From an optimization exercise on the open Yosys and OpenROAD flow, aimed at small area; shortcuts taken in it are not production practice.
Only simulation tests tie the RTL to the original design; equivalence was not proved.
No driver is modelled on the clock port, so clocking that relies on it looks cheaper here than on a real chip.
Power figures rest on the tool's default switching activity, not on a simulated workload.

// GoodButFixBallMotion
module GoodButFixBallMotion(
		input        CLOCK_50,
		input        resetn,
		input  [3:0] KEY,
		output [7:0] x,
		output [6:0] y,
		output [2:0] colour,
		output       plot
	);
Size in the first run: ~500 cells after synthesis, ~25 I/O pins.
Settings: LEC_CHECK=0, ABC_AREA=1, CAP_MARGIN=20, CORE_MARGIN=2, CORE_UTILIZATION=40, GPL_TIMING_DRIVEN=0, SLEW_MARGIN=20; clock period 10.0 ns.
standard.sh (not shown) runs the stock make flow with config.mk's settings and CLKGATE_MAP_FILE= SYNTH_SCRIPT=/design/flow/synth_recipe.tcl, a recipe that flattens the netlist after the stock synthesis.
==> flow/flow/run.sh <==
#!/bin/bash
# Own layout flow: the standard synthesis, then an area re-mapping of its
# combinational logic (flip-flops untouched; each candidate is checked
# equivalent to the standard netlist with ABC's cec, and the smallest is kept),
# then the standard layout with buf_1 port buffers and a clock tree of two
# clkbuf_16 buffers (the standard CTS, without dummy loads, as a fallback).
set -euo pipefail
WORK=$(pwd)
FLOWDIR=$WORK/flow
R=$WORK/orfs/results/$FLOW_PLATFORM/GoodButFixBallMotion/base
LIB=$FLOW_HOME/platforms/$FLOW_PLATFORM/lib/sky130_fd_sc_hd__tt_025C_1v80.lib

export BUFFER_PORTS_ARGS="-buffer_cell sky130_fd_sc_hd__buf_1"
export CTS_ARGS="-sink_clustering_enable -repair_clock_nets -dont_use_dummy_load"

bash standard.sh synth > $WORK/synth.log 2>&1

cp $R/1_2_yosys.v $WORK/std_netlist.v
yosys -q -l $WORK/blif_std_netlist.log -p "read_liberty -ignore_miss_func $LIB; read_verilog $WORK/std_netlist.v; hierarchy -top $FLOW_TOP; flatten; opt_clean; techmap; opt_clean; write_blif -gates $WORK/std_netlist.blif" > /dev/null 2>&1

DU=""
for c in $(cat $FLOWDIR/dont_use.txt); do DU="$DU -dont_use $c"; done
NC=${NUM_CORES:-4}
cands=""
for t in 1 2 3 4 5 6 7 8; do
  ROUND="strash;\&get,-n;\&deepsyn,-T,15,-S,$t;\&put;dch;amap"
  sed -e "s#@LIB@#$LIB#g" -e "s#@IN@#$WORK/std_netlist.v#" -e "s#@TOP@#$FLOW_TOP#g" \
      -e "s#@DONTUSE@#$DU#" -e "s#@OUT@#$WORK/reopt_$t.v#" \
      -e "s#@SCRIPT@#$ROUND;$ROUND;$ROUND;topo#" \
      $FLOWDIR/reopt.ys.in > $WORK/reopt_$t.ys
  ( yosys -l $WORK/reopt_$t.log -q $WORK/reopt_$t.ys > /dev/null 2>&1 &&
    yosys -q -l $WORK/blif_reopt_$t.log -p "read_liberty -ignore_miss_func $LIB; read_verilog $WORK/reopt_$t.v; hierarchy -top $FLOW_TOP; flatten; opt_clean; techmap; opt_clean; write_blif -gates $WORK/reopt_$t.blif" > /dev/null 2>&1 &&
    yosys-abc -c "cec -n $WORK/std_netlist.blif $WORK/reopt_$t.blif" > $WORK/cec_$t.log 2>&1 ) || true &
  cands="$cands $t"
  if (( t % NC == 0 )); then wait; fi
done
wait
best=""
for t in $cands; do
  if [[ -f $WORK/cec_$t.log ]] && grep -q "Networks are equivalent" $WORK/cec_$t.log; then
    a=$(grep "Chip area" $WORK/reopt_$t.log | tail -1 | awk '{print $NF}')
    echo "candidate $t area $a" >> $WORK/reopt_choice.log
    if [[ -z "$best" ]] || awk "BEGIN{exit !($a < $besta)}"; then best=$t; besta=$a; fi
  else
    echo "candidate $t not proven equivalent" >> $WORK/reopt_choice.log
  fi
done
if [[ -n "$best" ]]; then
  echo "using candidate $best" >> $WORK/reopt_choice.log
  cp $WORK/reopt_$best.v $R/1_2_yosys.v
  touch $R/1_2_yosys.v
else
  echo "no equivalent candidate, keeping the standard netlist" >> $WORK/reopt_choice.log
fi

# placement, then a clock tree of two strong buffers in place of CTS (the
# standard CTS is kept if its clock slew estimate is too high)
bash standard.sh place > $WORK/place.log 2>&1
if LIB=$LIB IN_ODB=$R/3_place.odb IN_SDC=$R/3_place.sdc OUT_ODB=$WORK/clock.odb OUT_SDC=$WORK/clock.sdc \
   NBUF=2 CLKBUF=sky130_fd_sc_hd__clkbuf_16 CLKNET=CLOCK_50 MAX_SLEW=0.115 \
   openroad -no_init -exit $FLOWDIR/clock.tcl > $WORK/clock.log 2>&1 && [[ -f $WORK/clock.odb && -f $WORK/clock.sdc ]]; then
  cp $WORK/clock.odb $R/4_1_cts.odb
  sleep 1
  cp $WORK/clock.odb $R/4_cts.odb
  sleep 1
  cp $WORK/clock.sdc $R/4_cts.sdc
  echo "own clock tree" >> $WORK/reopt_choice.log
else
  echo "standard CTS" >> $WORK/reopt_choice.log
fi

bash standard.sh > $WORK/layout.log 2>&1
Other scripts of this flow, unchanged in this note and not shown: flow/flow/clock.tcl, flow/flow/dont_use.txt, flow/flow/reopt.ys.in
The baseline ran to the end with no violations.
Edit:
--- a/flow/flow/run.sh
+++ b/flow/flow/run.sh
@@ -24,3 +24,3 @@
 cands=""
-for t in 1 2 3 4 5 6 7 8; do
+for t in $(seq 1 16); do
   ROUND="strash;\&get,-n;\&deepsyn,-T,15,-S,$t;\&put;dch;amap"
The new run produced a clean layout.
Final cell count came out lower by 0.64%.
Power goes up by 11%.
Setup slack loses 0.67 ns.
Non-clock buffer count is unchanged.
Wire length climbs by 0.88%.
Fmax shrinks by 8.4%.
Clock skew stays flat.
Worst hold slack improved by 0.019 ns.
Clock power rises by about 2%.
Utilization is about the same.
Die area hardly moves.

========
GoodButFixBallMotion, a different RTL version from the one above (not shown whole).
For scale: ~25 I/O pins, roughly 3200 µm² of cells after synthesis.
Settings: LEC_CHECK=0, ABC_AREA=1, CAP_MARGIN=20, CORE_MARGIN=2, CORE_UTILIZATION=40, GPL_TIMING_DRIVEN=0, SLEW_MARGIN=20; clock period 10.0 ns.
==> flow/flow/run.sh <==
#!/bin/bash
# Own layout flow: the standard synthesis, then an area re-mapping of its
# combinational logic (flip-flops untouched; each candidate is checked
# equivalent to the standard netlist with ABC's cec, and the smallest is kept),
# then the standard layout with buf_1 port buffers and a clock tree of two
# clkbuf_16 buffers (the standard CTS, without dummy loads, as a fallback).
set -euo pipefail
WORK=$(pwd)
FLOWDIR=$WORK/flow
R=$WORK/orfs/results/$FLOW_PLATFORM/GoodButFixBallMotion/base
LIB=$FLOW_HOME/platforms/$FLOW_PLATFORM/lib/sky130_fd_sc_hd__tt_025C_1v80.lib

export BUFFER_PORTS_ARGS="-buffer_cell sky130_fd_sc_hd__buf_1"
export CTS_ARGS="-sink_clustering_enable -repair_clock_nets -dont_use_dummy_load"

bash standard.sh synth > $WORK/synth.log 2>&1

cp $R/1_2_yosys.v $WORK/std_netlist.v
yosys -q -l $WORK/blif_std_netlist.log -p "read_liberty -ignore_miss_func $LIB; read_verilog $WORK/std_netlist.v; hierarchy -top $FLOW_TOP; flatten; opt_clean; techmap; opt_clean; write_blif -gates $WORK/std_netlist.blif" > /dev/null 2>&1

DU=""
for c in $(cat $FLOWDIR/dont_use.txt); do DU="$DU -dont_use $c"; done
NC=${NUM_CORES:-4}
cands=""
for t in $(seq 1 32); do
  ROUND="strash;\&get,-n;\&deepsyn,-T,15,-S,$t;\&put;dch;amap"
  sed -e "s#@LIB@#$LIB#g" -e "s#@IN@#$WORK/std_netlist.v#" -e "s#@TOP@#$FLOW_TOP#g" \
      -e "s#@DONTUSE@#$DU#" -e "s#@OUT@#$WORK/reopt_$t.v#" \
      -e "s#@SCRIPT@#$ROUND;$ROUND;$ROUND;topo#" \
      $FLOWDIR/reopt.ys.in > $WORK/reopt_$t.ys
  ( yosys -l $WORK/reopt_$t.log -q $WORK/reopt_$t.ys > /dev/null 2>&1 &&
    yosys -q -l $WORK/blif_reopt_$t.log -p "read_liberty -ignore_miss_func $LIB; read_verilog $WORK/reopt_$t.v; hierarchy -top $FLOW_TOP; flatten; opt_clean; techmap; opt_clean; write_blif -gates $WORK/reopt_$t.blif" > /dev/null 2>&1 &&
    yosys-abc -c "cec -n $WORK/std_netlist.blif $WORK/reopt_$t.blif" > $WORK/cec_$t.log 2>&1 ) || true &
  cands="$cands $t"
  if (( t % NC == 0 )); then wait; fi
done
wait
best=""
for t in $cands; do
  if [[ -f $WORK/cec_$t.log ]] && grep -q "Networks are equivalent" $WORK/cec_$t.log; then
    a=$(grep "Chip area" $WORK/reopt_$t.log | tail -1 | awk '{print $NF}')
    echo "candidate $t area $a" >> $WORK/reopt_choice.log
    if [[ -z "$best" ]] || awk "BEGIN{exit !($a < $besta)}"; then best=$t; besta=$a; fi
  else
    echo "candidate $t not proven equivalent" >> $WORK/reopt_choice.log
  fi
done
if [[ -n "$best" ]]; then
  echo "using candidate $best" >> $WORK/reopt_choice.log
  cp $WORK/reopt_$best.v $WORK/chosen.v
  # stronger drivers for the nets of highest fanout (the reset), checked again
  if python3 $FLOWDIR/upsize.py $LIB $WORK/reopt_$best.v $WORK/upsized.v 20 $FLOWDIR/dont_use.txt > $WORK/upsize.log 2>&1 &&
     yosys -q -l $WORK/blif_upsized.log -p "read_liberty -ignore_miss_func $LIB; read_verilog $WORK/upsized.v; hierarchy -top $FLOW_TOP; flatten; opt_clean; techmap; opt_clean; write_blif -gates $WORK/upsized.blif" > /dev/null 2>&1 &&
     yosys-abc -c "cec -n $WORK/std_netlist.blif $WORK/upsized.blif" > $WORK/cec_upsized.log 2>&1 &&
     grep -q "Networks are equivalent" $WORK/cec_upsized.log; then
    cp $WORK/upsized.v $WORK/chosen.v
    echo "upsized high-fanout drivers" >> $WORK/reopt_choice.log
  fi
  cp $WORK/chosen.v $R/1_2_yosys.v
  touch $R/1_2_yosys.v
else
  echo "no equivalent candidate, keeping the standard netlist" >> $WORK/reopt_choice.log
fi

# placement, then a clock tree of two strong buffers in place of CTS (the
# standard CTS is kept if its clock slew estimate is too high)
bash standard.sh place > $WORK/place.log 2>&1
if LIB=$LIB IN_ODB=$R/3_place.odb IN_SDC=$R/3_place.sdc OUT_ODB=$WORK/clock.odb OUT_SDC=$WORK/clock.sdc \
   NBUF=2 CLKBUF=sky130_fd_sc_hd__clkbuf_16 CLKNET=CLOCK_50 MAX_SLEW=0.115 \
   openroad -no_init -exit $FLOWDIR/clock.tcl > $WORK/clock.log 2>&1 && [[ -f $WORK/clock.odb && -f $WORK/clock.sdc ]]; then
  cp $WORK/clock.odb $R/4_1_cts.odb
  sleep 1
  cp $WORK/clock.odb $R/4_cts.odb
  sleep 1
  cp $WORK/clock.sdc $R/4_cts.sdc
  echo "own clock tree" >> $WORK/reopt_choice.log
else
  echo "standard CTS" >> $WORK/reopt_choice.log
fi

bash standard.sh > $WORK/layout.log 2>&1
Other scripts of this flow, unchanged in this note and not shown: flow/flow/clock.tcl, flow/flow/dont_use.txt, flow/flow/reopt.ys.in, flow/flow/upsize.py
Next try:
--- a/flow/flow/run.sh
+++ b/flow/flow/run.sh
@@ -25,2 +25,2 @@
-for t in $(seq 1 32); do
-  ROUND="strash;\&get,-n;\&deepsyn,-T,15,-S,$t;\&put;dch;amap"
+for t in $(seq 1 16); do
+  ROUND="strash;\&get,-n;\&deepsyn,-T,25,-S,$t;\&put;dch;amap"
Outcome:
- via count increases by a few percent
- wire length goes up by a few percent
- clock-buffer cell count rises by 3
- clock power grows by about a fifth
Next try:
--- a/flow/flow/run.sh
+++ b/flow/flow/run.sh
@@ -26 +26 @@
-  ROUND="strash;\&get,-n;\&deepsyn,-T,25,-S,$t;\&put;dch;amap"
+  ROUND="strash;\&get,-n;\&deepsyn,-T,15,-S,$t;\&put;dch;amap"
Effect: The new run finished clean. Utilization goes down by 0.56 points. Total power shrinks by 12%. Worst hold slack got worse by 0.0090 ns. Wire length is lower by 2.3%. Maximum frequency shrinks by about 7%. Count of clock-buffer cells in the layout decreases by 3. Sequential share of layout area went up by 0.37 points. Global-route usage shrinks by 1.4 points. Cell count drops by 1.8%. Sequential power drops by about 5%.

[separate check: timing with driven ports]
In the flow no input, the clock included, has a driving cell. The finished layouts below were timed again as built, in two steps. Step 1 sets driving cells, clkbuf_16 on the clock port and buf_2 on the other inputs (assumed; they add their load-dependent delay and slew). Step 2 also shifts input and output timing later by t, the mid clock arrival at the registers, as if the neighbouring blocks saw the same clock. Slacks: no drivers / after step 1 / after step 2; pairs: no drivers / after step 1.
| run | shift t [ns] | setup WS [ns] | worst setup path at the end |
|---|---|---|---|
| the first run of note 1 | 0.210 | 2.651 / 2.651 / 2.651 | register to register |
| the second run of note 1 | 0.211 | 1.978 / 1.978 / 1.978 | register to register |
| the first run of note 2 | 0.212 | 1.984 / 1.983 / 1.983 | register to register |
| the second run of note 2 | 0.334 | 2.572 / 2.572 / 2.572 | register to register |
| the third run of note 2 | 0.212 | 1.984 / 1.983 / 1.983 | register to register |
After both steps setup and hold are still met in every run listed.
